Background: an optimization exercise with open tools, aiming at small area, a short achievable clock period and few clock cycles. Do not read the settings as production practice.
In this exercise RTL edits were held to simulation tests only and were not proved equivalent to the original.
Power is estimated from default activity; no workload was simulated.

Setup of lane 2:
==> module Nor2g, before the edit <==
module Nor2g (
    input  a,
    input  b,
    output y
);
    assign y = ~(a | b);
endmodule
==> module Nand2g, before the edit <==
module Nand2g (
    input  a,
    input  b,
    output y
);
    assign y = ~(a & b);
endmodule
==> module ZeroTest, before the edit <==
module ZeroTest (
    input  [31:0] d,
    output        z
);
    wire [15:0] l1;
    wire [7:0]  l2;
    wire [3:0]  l3;
    wire [1:0]  l4;
    genvar i;
    generate
        for (i = 0; i < 16; i = i + 1) begin : g1
            Nor2g u (.a(d[2*i]), .b(d[2*i+1]), .y(l1[i]));
        end
        for (i = 0; i < 8; i = i + 1) begin : g2
            Nand2g u (.a(l1[2*i]), .b(l1[2*i+1]), .y(l2[i]));
        end
        for (i = 0; i < 4; i = i + 1) begin : g3
            Nor2g u (.a(l2[2*i]), .b(l2[2*i+1]), .y(l3[i]));
        end
        for (i = 0; i < 2; i = i + 1) begin : g4
            Nand2g u (.a(l3[2*i]), .b(l3[2*i+1]), .y(l4[i]));
        end
    endgenerate
    Nor2g u5 (.a(l4[0]), .b(l4[1]), .y(z));
endmodule
==> module Dense, before the edit <==
module Dense #(parameter
    IN_COUNT = 1600,
    OUT_COUNT = 10,
    DATA_SIZE = 32,
    WEIGHT_ADR_WIDTH = 14,
    BIAS_ADR_WIDTH = 4,
    IN_ADR_WIDTH = 11,
    OUT_ADR_WIDTH = 4
) (
    clk,
    rst,
    weightAdr,
    weightData,
    biasAdr,
    biasData,
    axisif_start,
    axisif_done,
    axisif_bufferIn_adr,
    axisif_bufferIn_data,
    axisif_bufferOut_adr,
    axisif_bufferOut_data,
    axisif_bufferOut_wr
);
    input clk, rst;
    output  [WEIGHT_ADR_WIDTH-1:0]              weightAdr;
    input   [DATA_SIZE-1:0]                     weightData;
    output  [BIAS_ADR_WIDTH-1:0]                biasAdr;
    input   [DATA_SIZE-1:0]                     biasData;
    input                                   axisif_start;
    output                                  axisif_done;
    output      [IN_ADR_WIDTH-1:0]          axisif_bufferIn_adr;
    input       [DATA_SIZE-1:0]             axisif_bufferIn_data;
    output      [OUT_ADR_WIDTH-1:0]         axisif_bufferOut_adr;
    output      [DATA_SIZE-1:0]             axisif_bufferOut_data;
    output                                  axisif_bufferOut_wr;
    localparam PH_IDLE = 2'd0, PH_BIAS = 2'd1, PH_RUN = 2'd2;
    reg [1:0]  ph;
    reg        pass;      
    reg [10:0] s;         
    reg        sdone;     
    reg        hold2;     
    reg [2:0]  cnt;       
    reg [2:0]  sl;        
    reg [13:0] wa;        
    reg        aB, aC, aW;
    reg        bB, bC;
    reg        passB;
    reg [3:0]  adrC, adrW;
    reg        busy_r;    
    reg [31:0] x1, wr1;
    reg [31:0] r0, r1, r2, r3;
    localparam CW = 42;   
    reg [CW-1:0] hs_r, hc_r;
    reg        cin_r;
    wire zin;
    ZeroTest zt (.d(axisif_bufferIn_data), .z(zin));
    wire idle = (ph == PH_IDLE);
    wire busy = ~idle;
    wire free = (cnt[2:1] == 2'b00);              
    wire pass_end = (ph == PH_RUN) & sdone & free;
    wire init = idle | (pass_end & ~pass);        
    wire canD = busy & ~sdone & ~hold2 & free;    
    wire last_in = (s == IN_COUNT - 1);
    wire [2:0] sl_n = sl[2] ? 3'd0 : sl + 3'd1;
    wire [13:0] cand = {s, 3'b000} + {2'b00, s, 1'b0} + (pass ? 14'd5 : 14'd0) + {11'd0, sl_n};
    wire wrap = (sl_n == 3'd0);
    wire [13:0] step = wa + {{12{wrap}}, 1'b0, ~wrap};    
    wire [2:0] cntdec = (cnt == 3'd0) ? 3'd0 : cnt - 3'd1;
    wire aA = busy;
    wire aA_n = idle ? axisif_start : ~(pass_end & pass);
    wire bA = (ph == PH_BIAS);
    wire [2:0] slC_n = (sl == 3'd0) ? 3'd4 : sl - 3'd1;
    wire [3:0] adrC_n = passB ? {1'b0, slC_n} + 4'd5 : {1'b0, slC_n};
    wire scan = busy & ~sdone;
    wire advn = scan & hold2;
    wire [10:0] s_z = init ? 11'd0 : (scan & ~last_in) ? s + 11'd1 : s;
    wire [10:0] s_n = init ? 11'd0 : (advn & ~last_in) ? s + 11'd1 : s;
    wire sdone_z = ~init & (sdone | (scan & last_in));
    wire sdone_n = ~init & (sdone | (advn & last_in));
    wire [2:0] cnt_z = init ? 3'd5 : cntdec;
    wire [2:0] cnt_n = (init | canD) ? 3'd5 : cntdec;
    wire [15:0] nxt;
    Mux2 #(16) late (
        .data0({s_n, sdone_n, cnt_n, canD}),
        .data1({s_z, sdone_z, cnt_z, 1'b0}),
        .sel(zin),
        .out(nxt)
    );
    always @(posedge clk or posedge rst) begin
        if (rst) begin
            ph <= PH_IDLE;
            sl <= 3'd0;
            aB <= 1'b0;
            aC <= 1'b0;
            aW <= 1'b0;
            busy_r <= 1'b0;
        end else begin
            sl <= sl_n;
            aB <= aA;
            aC <= aB;
            aW <= aC;
            busy_r <= aA_n | aA | aB | aC;
            case (ph)
                PH_IDLE: if (axisif_start)
                    ph <= PH_BIAS;
                PH_BIAS: if (cnt == 3'd1)
                    ph <= PH_RUN;
                default: if (pass_end)
                    ph <= pass ? PH_IDLE : PH_BIAS;
            endcase
        end
    end
    always @(posedge clk) begin
        bB <= bA;
        bC <= bB;
        passB <= pass;
        adrC <= adrC_n;
        adrW <= adrC;
        pass <= ~idle & (pass | pass_end);
        {s, sdone, cnt, hold2} <= nxt;
        wa <= (canD | init) ? cand : step;
    end
    wire [CW-1:0] hs, hc;
    wire cin;
    MacTree tree (.x(x1), .w(wr1), .acc(r3), .hs(hs), .hc(hc), .cin(cin));
    wire [CW-1:CW-32] sum;
    CarryAdd cpa (.a(hs_r), .b(hc_r), .ci(cin_r), .s(sum));
    always @(posedge clk) begin
        wr1 <= weightData & {32{cnt != 3'd0}};
        if (hold2)
            x1 <= axisif_bufferIn_data;
        hs_r <= hs;
        hc_r <= hc;
        cin_r <= cin;
        r0 <= bC ? biasData : sum[CW-1:CW-32];
        r1 <= r0;
        r2 <= r1;
        r3 <= r2;
    end
    assign weightAdr = wa;
    assign biasAdr = adrC;
    assign axisif_bufferIn_adr = s;
    assign axisif_bufferOut_adr = adrW;
    assign axisif_bufferOut_data = r0;
    assign axisif_bufferOut_wr = aW;
    assign axisif_done = ~busy_r;
endmodule
export LEC_CHECK = 0
export CAP_MARGIN = 20
export CORE_MARGIN = 2
export CORE_UTILIZATION = 70
export CTS_CLUSTER_DIAMETER = 120
export CTS_CLUSTER_SIZE = 25
export SLEW_MARGIN = 20
export SYNTH_HIERARCHICAL = 1
create_clock -name core_clock -period 22.0 [get_ports {clk}]
standard.sh (not shown) runs the stock make flow with config.mk's settings and CLKGATE_MAP_FILE= SYNTH_SCRIPT=/design/flow/synth_recipe.tcl, a recipe that flattens the netlist after the stock synthesis.
==> flow/flow/run.sh <==
#!/bin/bash
# Own layout flow: the standard ORFS flow (standard.sh) with two changes:
#  - timing repair aims for a larger setup slack than the default, so that the
#    repair steps size up and buffer the critical paths;
#  - the port buffers are buf_2 cells.
# The clock period and constraints are the standard flow's, unchanged. make's full output
# goes to flow_make.log; every ORFS step also writes its own log under
# orfs/logs/.
set -euo pipefail
bash standard.sh SETUP_SLACK_MARGIN=16.5 "BUFFER_PORTS_ARGS=-buffer_cell sky130_fd_sc_hd__buf_2" finish > flow_make.log 2>&1
Testbench counts of lane 2, summed over its fixed seeds: cycles 328,620.
Edits applied to the flow inputs when going from lane 2 to lane 3:
diff --git a/flow/design.v b/flow/design.v
--- a/flow/design.v
+++ b/flow/design.v
@@ -8,47 +8,8 @@
     input sel;
     output wire [SIZE-1:0] out;
     assign out = sel ? data1 : data0;
 endmodule
-module Nor2g (
-    input  a,
-    input  b,
-    output y
-);
-    assign y = ~(a | b);
-endmodule
-module Nand2g (
-    input  a,
-    input  b,
-    output y
-);
-    assign y = ~(a & b);
-endmodule
-module ZeroTest (
-    input  [31:0] d,
-    output        z
-);
-    wire [15:0] l1;
-    wire [7:0]  l2;
-    wire [3:0]  l3;
-    wire [1:0]  l4;
-    genvar i;
-    generate
-        for (i = 0; i < 16; i = i + 1) begin : g1
-            Nor2g u (.a(d[2*i]), .b(d[2*i+1]), .y(l1[i]));
-        end
-        for (i = 0; i < 8; i = i + 1) begin : g2
-            Nand2g u (.a(l1[2*i]), .b(l1[2*i+1]), .y(l2[i]));
-        end
-        for (i = 0; i < 4; i = i + 1) begin : g3
-            Nor2g u (.a(l2[2*i]), .b(l2[2*i+1]), .y(l3[i]));
-        end
-        for (i = 0; i < 2; i = i + 1) begin : g4
-            Nand2g u (.a(l3[2*i]), .b(l3[2*i+1]), .y(l4[i]));
-        end
-    endgenerate
-    Nor2g u5 (.a(l4[0]), .b(l4[1]), .y(z));
-endmodule
 module FullAdd (
     input  a,
     input  b,
     input  c,
@@ -3281,10 +3242,9 @@
     reg [31:0] r0, r1, r2, r3;
     localparam CW = 42;   
     reg [CW-1:0] hs_r, hc_r;
     reg        cin_r;
-    wire zin;
-    ZeroTest zt (.d(axisif_bufferIn_data), .z(zin));
+    wire nz = |axisif_bufferIn_data;
     wire idle = (ph == PH_IDLE);
     wire busy = ~idle;
     wire free = (cnt[2:1] == 2'b00);              
     wire pass_end = (ph == PH_RUN) & sdone & free;
@@ -3310,11 +3270,11 @@
     wire [2:0] cnt_z = init ? 3'd5 : cntdec;
     wire [2:0] cnt_n = (init | canD) ? 3'd5 : cntdec;
     wire [15:0] nxt;
     Mux2 #(16) late (
-        .data0({s_n, sdone_n, cnt_n, canD}),
-        .data1({s_z, sdone_z, cnt_z, 1'b0}),
-        .sel(zin),
+        .data0({s_z, sdone_z, cnt_z, 1'b0}),
+        .data1({s_n, sdone_n, cnt_n, canD}),
+        .sel(nz),
         .out(nxt)
     );
     always @(posedge clk or posedge rst) begin
         if (rst) begin
[summary]
Mean instance size in the synthesized netlist in lane 3 vs lane 2: up 0.053 um^2
Lane 2 → lane 3: fraction of standard cell area in multi-input logic neither gained nor lost much, routed wire length lost 1.4%, setup slack lost 0.054 ns.
Lane 3: global-route usage 0.79 points below lane 2
Going from lane 2 to lane 3, register-to-register slack fell 0.05 ns; power share of the combinational group went down; sequential share of layout area did not really move.
Diff lane 2 -> lane 3 | power density over the cells | decrease of 3.5 nW/um^2
Lane 3 and lane 2 ended up with nearly the same synthesis-to-finish area growth.
Lane 3 -> lane 2: total non-filler cell area in the finished layout flat
For final core area utilization, lane 2 and lane 3 come out practically identical.
Lane 3 vs lane 2 — via count of the routed design dropped slightly
Testbench counts of lane 3, summed over its fixed seeds: cycles 328,620.

## what the ideal ports hide
The flow's constraints put no driver on any port. The routed layouts listed below were extracted and timed again, unchanged, in two steps.
Step 1 sets driving cells, clkbuf_16 on the clock port and buf_2 on the other inputs (assumed; they add their load-dependent delay and slew).
Step 2, shift: input delay + t, output delay - t, t = (earliest + latest rising clock arrival at the registers) / 2. This alone moves slack from input paths to output paths.
a / b / c = ideal ports / drivers / drivers and shift; a / b = the first two.
| run | t (ns) | slack for setup (ns) | slew at the worst register clock pin (ns) |
|---|---|---|---|
| lane 2 | 0.601 | 16.505 / 16.465 / 15.940 | 0.11 / 0.11 |
| lane 3 | 0.615 | 16.451 / 16.427 / 15.877 | 0.11 / 0.11 |
After both steps setup and hold are still met in every run listed. For lane 3, which loses most, drivers alone change the setup slack by -0.024 ns; drivers and shift together by -0.574 ns.
